Background: an optimization exercise with open tools, aiming at small area. Do not read the settings as production practice. In this exercise RTL edits were held to simulation tests only and were not proved equivalent to the original. The flow treats the clock pin as an ideal source. Dropping or thinning the clock tree relies on that and would not hold on a real chip. No activity file was given, so power comes from the tool's default toggle rates.

==> flow/design.v <==
module dbc_lfsr (
    input clk,
    input rst_n,
    input button,
    output event_o
);
    localparam [10:0] P = 11'b10000000110;
    localparam [10:0] POL = 11'b10101010101;
    localparam S1P = 1'b1, S2P = 1'b0;
    reg s1q, s2q;
    reg [10:0] q;
    wire s1 = s1q ^ S1P;
    wire s2 = s2q ^ S2P;
    wire [10:0] t = q ^ POL;
    wire z = ~|{t[9:8], t[6:0]};
    wire start = s1 & ~s2 & z;
    wire f = (t[10] ^ t[8]) & ~z;
    assign event_o = z & t[10];
    wire [10:0] tn = {11{rst_n}} & ({t[9:0], f} | ({11{start}} & P));
    always @(posedge clk) begin
        s1q <= (rst_n & button) ^ S1P;
        s2q <= (rst_n & s1) ^ S2P;
        q <= tn ^ POL;
    end
endmodule
module slot_fsm (
    input clk,
    input rst_n,
    input ent,
    input ext,
    input [1:0] switch,
    output reg [3:0] st,
    output reg [2:0] cr,
    output reg [1:0] Lr,
    output nf
);
    assign nf = &st;
    wire [3:0] nst;
    assign nst[0] = (ent & ~st[0]) | (st[0] & ~(ext & (switch == 2'd0)));
    assign nst[1] = (ent & st[0] & ~st[1]) | (st[1] & ~(ext & (switch == 2'd1)));
    assign nst[2] = (ent & st[0] & st[1] & ~st[2]) | (st[2] & ~(ext & (switch == 2'd2)));
    assign nst[3] = (ent & st[0] & st[1] & st[2] & ~st[3]) | (st[3] & ~(ext & (switch == 2'd3)));
    wire [1:0] nL = ~st[0] ? 2'd0 : ~st[1] ? 2'd1 : ~st[2] ? 2'd2 : ~st[3] ? 2'd3 : 2'd0;
    always @(posedge clk) begin
        if (!rst_n) begin
            st <= 4'd0;
            cr <= 3'd4;
            Lr <= 2'd0;
        end else begin
            st <= nst;
            cr <= (ent & ~nf) ? cr - 3'd1 : ext ? cr + 3'd1 : cr;
            Lr <= nL;
        end
    end
endmodule
module door_blink (
    input clk,
    input rst_n,
    input dev,
    output door_open
);
    localparam [9:0] DW = 10'b1010110010;
    localparam [4:0] M19 = 5'b00101;
    reg d;
    localparam [9:0] DTP = 10'b1000000000;
    localparam [4:0] MP = 5'b00000;
    reg [4:0] mq;
    reg [9:0] dtq;
    wire [4:0] m = mq ^ MP;
    wire [9:0] dt = dtq ^ DTP;
    wire drun = d | (|m);
    wire dwrap = (dt == DW);
    wire hold = rst_n & dev;
    wire step = rst_n & ~dev & drun & ~dwrap;
    wire adv = ~dev & drun & dwrap;
    wire mstep = rst_n & adv & ~d;
    wire mhold = rst_n & ~dev & ~(adv & ~d);
    assign door_open = d;
    wire [9:0] sh = {dt[8:0], ~(dt[9] ^ dt[6])};
    wire [4:0] shm = {m[3:0], ~(m[4] ^ m[2])};
    always @(posedge clk) begin
        dtq <= (({10{hold}} & dt) | ({10{step}} & sh)) ^ DTP;
        d <= rst_n & (dev | (d ^ adv));
        mq <= (({5{mhold}} & m) | ({5{mstep}} & shm) | ({5{hold}} & M19)) ^ MP;
    end
endmodule
module full_blink (
    input clk,
    input rst_n,
    input ftrig,
    input nf,
    output full
);
    localparam [10:0] FW = 11'b10101111111;
    localparam [2:0] KP = 3'b000;
    localparam [10:0] FP = 11'b00000000000;
    reg [2:0] kq;
    reg [10:0] ftq;
    wire [2:0] k = kq ^ KP;
    wire [10:0] ft = ftq ^ FP;
    reg [2:0] kn;
    wire run = |k;
    wire fwrap = &{ft[10], ft[6:0]};
    assign full = run ? k[0] : ft[0];
    wire hold = rst_n & ftrig & run;
    wire step = rst_n & ~ftrig & run & ~fwrap;
    wire idle = rst_n & ~ftrig & ~run;
    wire [10:0] sh = {ft[9:0], ~(ft[10] ^ ft[0])};
    always @(posedge clk) begin
        ftq <= (({11{hold}} & ft) | ({11{step}} & sh) | {10'd0, idle & nf}) ^ FP;
        kq <= kn ^ KP;
    end
    always @* begin
        if (!rst_n) kn = 3'd0;
        else if (ftrig) kn = 3'd7;
        else if (run & fwrap) kn = k - 3'd1;
        else kn = k;
    end
endmodule
module scanner (
    input clk,
    input rst_n,
    input [2:0] cr,
    input [1:0] Lr,
    input fr,
    output [4:0] seg_sel,
    output [7:0] seg_data
);
    localparam [4:0] QP = 5'b00000;
    localparam [2:0] AP = 3'b000, BP = 3'b010;
    reg [4:0] qq;
    reg [2:0] Aq, Bq;
    wire [4:0] q = qq ^ QP;
    wire [2:0] A = Aq ^ AP;
    wire [2:0] B = Bq ^ BP;
    reg [4:0] qn;
    reg [2:0] An, Bn;
    wire tick = &q[2:0];
    wire [1:0] ds = q[4:3];
    reg [2:0] nA;
    always @* begin
        case (ds)
            2'd0: nA = cr;
            2'd1: nA = fr ? 3'd7 : {1'b0, Lr};
            2'd2: nA = fr ? 3'd6 : 3'd7;
            default: nA = 3'd7;
        endcase
    end
    always @* begin
        if (!rst_n) begin
            qn = 5'b00100;
            An = 3'd0;
            Bn = 3'd0;
        end else begin
            qn = q + 5'd1;
            An = tick ? nA : A;
            Bn = tick ? A : B;
        end
    end
    always @(posedge clk) begin
        qq <= qn ^ QP;
        Aq <= An ^ AP;
        Bq <= Bn ^ BP;
    end
    wire blank = (ds == 2'd0) & ~B[2];
    reg [7:0] seg;
    always @* begin
        case (B)
            3'd0: seg = 8'b00111111;
            3'd1: seg = 8'b00000110;
            3'd2: seg = 8'b01011011;
            3'd3: seg = 8'b01001111;
            3'd4: seg = 8'b01100110;
            3'd5: seg = 8'b01101101;
            3'd6: seg = 8'b01110001;
            default: seg = 8'b01000000;
        endcase
    end
    assign seg_data = blank ? 8'd0 : seg;
    assign seg_sel = {1'b0, ds == 2'd1, (ds == 2'd0) & B[2], ds == 2'd2, ds == 2'd3};
endmodule
module main(
    input clk,
    input reset,
    input entry_sensor,
    input exit_sensor,
    input [1:0] switch,
    input beep_in,
    output beep,
    output door_open,
    output full,
    output [2:0] c,
    output [1:0] L,
    output [3:0] state,
    output [4:0] seg_sel,
    output [7:0] seg_data
);
    assign beep = beep_in;
    wire ent, ext, nf;
    dbc_lfsr dbc1 (.clk(clk), .rst_n(reset), .button(~entry_sensor), .event_o(ent));
    dbc_lfsr dbc2 (.clk(clk), .rst_n(reset), .button(~exit_sensor), .event_o(ext));
    slot_fsm fsm (.clk(clk), .rst_n(reset), .ent(ent), .ext(ext), .switch(switch),
                  .st(state), .cr(c), .Lr(L), .nf(nf));
    door_blink door (.clk(clk), .rst_n(reset), .dev((ent & ~full) | ext), .door_open(door_open));
    full_blink fb (.clk(clk), .rst_n(reset), .ftrig(nf & ent), .nf(nf), .full(full));
    scanner scan (.clk(clk), .rst_n(reset), .cr(c), .Lr(L), .fr(full), .seg_sel(seg_sel), .seg_data(seg_data));
endmodule
==> flow/config.mk <==
export PLATFORM = sky130hd
export DESIGN_NAME = main
export DESIGN_NICKNAME = main
export VERILOG_FILES = /design/flow/design.v
export SDC_FILE = /design/flow/constraint.sdc
export NUM_CORES = 4
export LEC_CHECK = 0
export CAP_MARGIN = 0
export CORE_MARGIN = 2
export CORE_UTILIZATION = 70
export GPL_ROUTABILITY_DRIVEN = 0
export GPL_TIMING_DRIVEN = 0
export PLACE_DENSITY = 0.8
export SLEW_MARGIN = 0
==> flow/constraint.sdc <==
create_clock -name core_clock -period 10.0 [get_ports {clk}]
set_input_delay 2.0000 -clock core_clock [delete_from_list [all_inputs] [get_ports {clk}]]
set_output_delay 2.0000 -clock core_clock [all_outputs]
set_load 0.01 [all_outputs]
standard.sh (not shown) runs the stock make flow with config.mk's settings and CLKGATE_MAP_FILE= SYNTH_SCRIPT=/design/flow/synth_recipe.tcl, a recipe that flattens the netlist after the stock synthesis.
==> flow/flow/run.sh <==
#!/bin/bash
# Own layout flow: the standard ORFS flow (standard.sh) with these changes:
#  - synthesis is synth_recipe.tcl unchanged except that its abc call uses an
#    area-oriented ABC script (flow/area.abc) instead of ORFS's speed script,
#    and adders are left to ABC instead of ORFS's half/full adder cells;
#    registers, their names and cell types are untouched;
#  - every input and output port still gets a buffer, but a buf_1;
#  - clock tree: built by flow/pre_cts.tcl instead of TritonCTS: a root
#    buffer drives a few leaf buffers, each driving a group of nearby
#    registers (cells and group count in flow/clkbuf).
# The make output goes to own_flow.log; ORFS's per-step logs are under orfs/logs.
set -euo pipefail
W=$(pwd)
F=$W/flow
cat > "$W/own_synth.tcl" <<TCL
proc abc {args} {
  set i [lsearch -exact \$args -script]
  if {\$i >= 0} { lset args [expr {\$i + 1}] {$F/area.abc} }
  yosys abc {*}\$args
}
source {$W/synth_recipe.tcl}
TCL
export OWN_FLOW_DIR=$F
bash "$W/standard.sh" \
  "SYNTH_SCRIPT=$W/own_synth.tcl" "ADDER_MAP_FILE=" \
  "BUFFER_PORTS_ARGS=-buffer_cell sky130_fd_sc_hd__buf_1" \
  "PRE_CTS_TCL=$F/pre_cts.tcl" \
  finish > "$W/own_flow.log" 2>&1
Other scripts of this flow, unchanged in this note and not shown: flow/flow/area.abc, flow/flow/clkbuf, flow/flow/pre_cts.tcl
Rerun with:
--- a/flow/design.v
+++ b/flow/design.v
@@ -98,7 +98,6 @@
     reg [10:0] ftq;
     wire [2:0] k = kq ^ KP;
     wire [10:0] ft = ftq ^ FP;
-    reg [2:0] kn;
     wire run = |k;
     wire fwrap = &{ft[10], ft[6:0]};
     assign full = run ? k[0] : ft[0];
@@ -110,12 +109,7 @@
         ftq <= (({11{hold}} & ft) | ({11{step}} & sh) | {10'd0, idle & nf}) ^ FP;
         kq <= kn ^ KP;
     end
-    always @* begin
-        if (!rst_n) kn = 3'd0;
-        else if (ftrig) kn = 3'd7;
-        else if (run & fwrap) kn = k - 3'd1;
-        else kn = k;
-    end
+    wire [2:0] kn = !rst_n ? 3'd0 : ftrig ? 3'd7 : (run & fwrap) ? k - 3'd1 : k;
 endmodule
 module scanner (
     input clk,
@@ -133,49 +127,27 @@
     wire [4:0] q = qq ^ QP;
     wire [2:0] A = Aq ^ AP;
     wire [2:0] B = Bq ^ BP;
-    reg [4:0] qn;
-    reg [2:0] An, Bn;
     wire tick = &q[2:0];
     wire [1:0] ds = q[4:3];
-    reg [2:0] nA;
-    always @* begin
-        case (ds)
-            2'd0: nA = cr;
-            2'd1: nA = fr ? 3'd7 : {1'b0, Lr};
-            2'd2: nA = fr ? 3'd6 : 3'd7;
-            default: nA = 3'd7;
-        endcase
-    end
-    always @* begin
-        if (!rst_n) begin
-            qn = 5'b00100;
-            An = 3'd0;
-            Bn = 3'd0;
-        end else begin
-            qn = q + 5'd1;
-            An = tick ? nA : A;
-            Bn = tick ? A : B;
-        end
-    end
+    wire [2:0] nA = (ds == 2'd0) ? cr :
+                    (ds == 2'd1) ? (fr ? 3'd7 : {1'b0, Lr}) :
+                    (ds == 2'd2) ? (fr ? 3'd6 : 3'd7) : 3'd7;
+    wire [4:0] qn = !rst_n ? 5'b00100 : q + 5'd1;
+    wire [2:0] An = !rst_n ? 3'd0 : tick ? nA : A;
+    wire [2:0] Bn = !rst_n ? 3'd0 : tick ? A : B;
     always @(posedge clk) begin
         qq <= qn ^ QP;
         Aq <= An ^ AP;
         Bq <= Bn ^ BP;
     end
     wire blank = (ds == 2'd0) & ~B[2];
-    reg [7:0] seg;
-    always @* begin
-        case (B)
-            3'd0: seg = 8'b00111111;
-            3'd1: seg = 8'b00000110;
-            3'd2: seg = 8'b01011011;
-            3'd3: seg = 8'b01001111;
-            3'd4: seg = 8'b01100110;
-            3'd5: seg = 8'b01101101;
-            3'd6: seg = 8'b01110001;
-            default: seg = 8'b01000000;
-        endcase
-    end
+    wire [7:0] seg = (B == 3'd0) ? 8'b00111111 :
+                     (B == 3'd1) ? 8'b00000110 :
+                     (B == 3'd2) ? 8'b01011011 :
+                     (B == 3'd3) ? 8'b01001111 :
+                     (B == 3'd4) ? 8'b01100110 :
+                     (B == 3'd5) ? 8'b01101101 :
+                     (B == 3'd6) ? 8'b01110001 : 8'b01000000;
     assign seg_data = blank ? 8'd0 : seg;
     assign seg_sel = {1'b0, ds == 2'd1, (ds == 2'd0) & B[2], ds == 2'd2, ds == 2'd3};
 endmodule
After rerunning:
- routed wire length went down by a few percent
- sequential cell count does not change
- combinational power grows slightly
- clock power is about the same
- setup slack gets better by 0.56 ns
- via count falls by a few percent
- design area is about the same
- clock skew hardly moves
No run of this note takes its clock network from TritonCTS; it comes from the design's own scripts or RTL.

==> what the ideal ports hide <==
The flow's constraints put no driver on any port. The routed layouts listed below were extracted and timed again, unchanged, in two steps. Step 1 (the two cells are an assumption about what drives the block):
set clk [get_ports {clk}]
set_driving_cell -lib_cell sky130_fd_sc_hd__clkbuf_16 $clk
set_driving_cell -lib_cell sky130_fd_sc_hd__buf_2 [delete_from_list [all_inputs] $clk]
Step 2, shift: input delay + t, output delay - t, t = (earliest + latest rising clock arrival at the registers) / 2. This alone moves slack from input paths to output paths. Slacks: no drivers / after step 1 / after step 2; pairs: no drivers / after step 1.
run | t, ns | setup WS [ns] | worst slew at a driven data input, ns | cell pins on the clock port's net
the first run | 0.499 | 5.048 / 5.040 / 4.541 | 0.04 | 1
the second run | 0.502 | 5.611 / 5.604 / 5.102 | 0.03 | 1
After both steps every run listed still meets setup and hold. For the second run, which loses most, drivers alone change the setup slack by -0.007 ns; drivers and shift together by -0.509 ns.
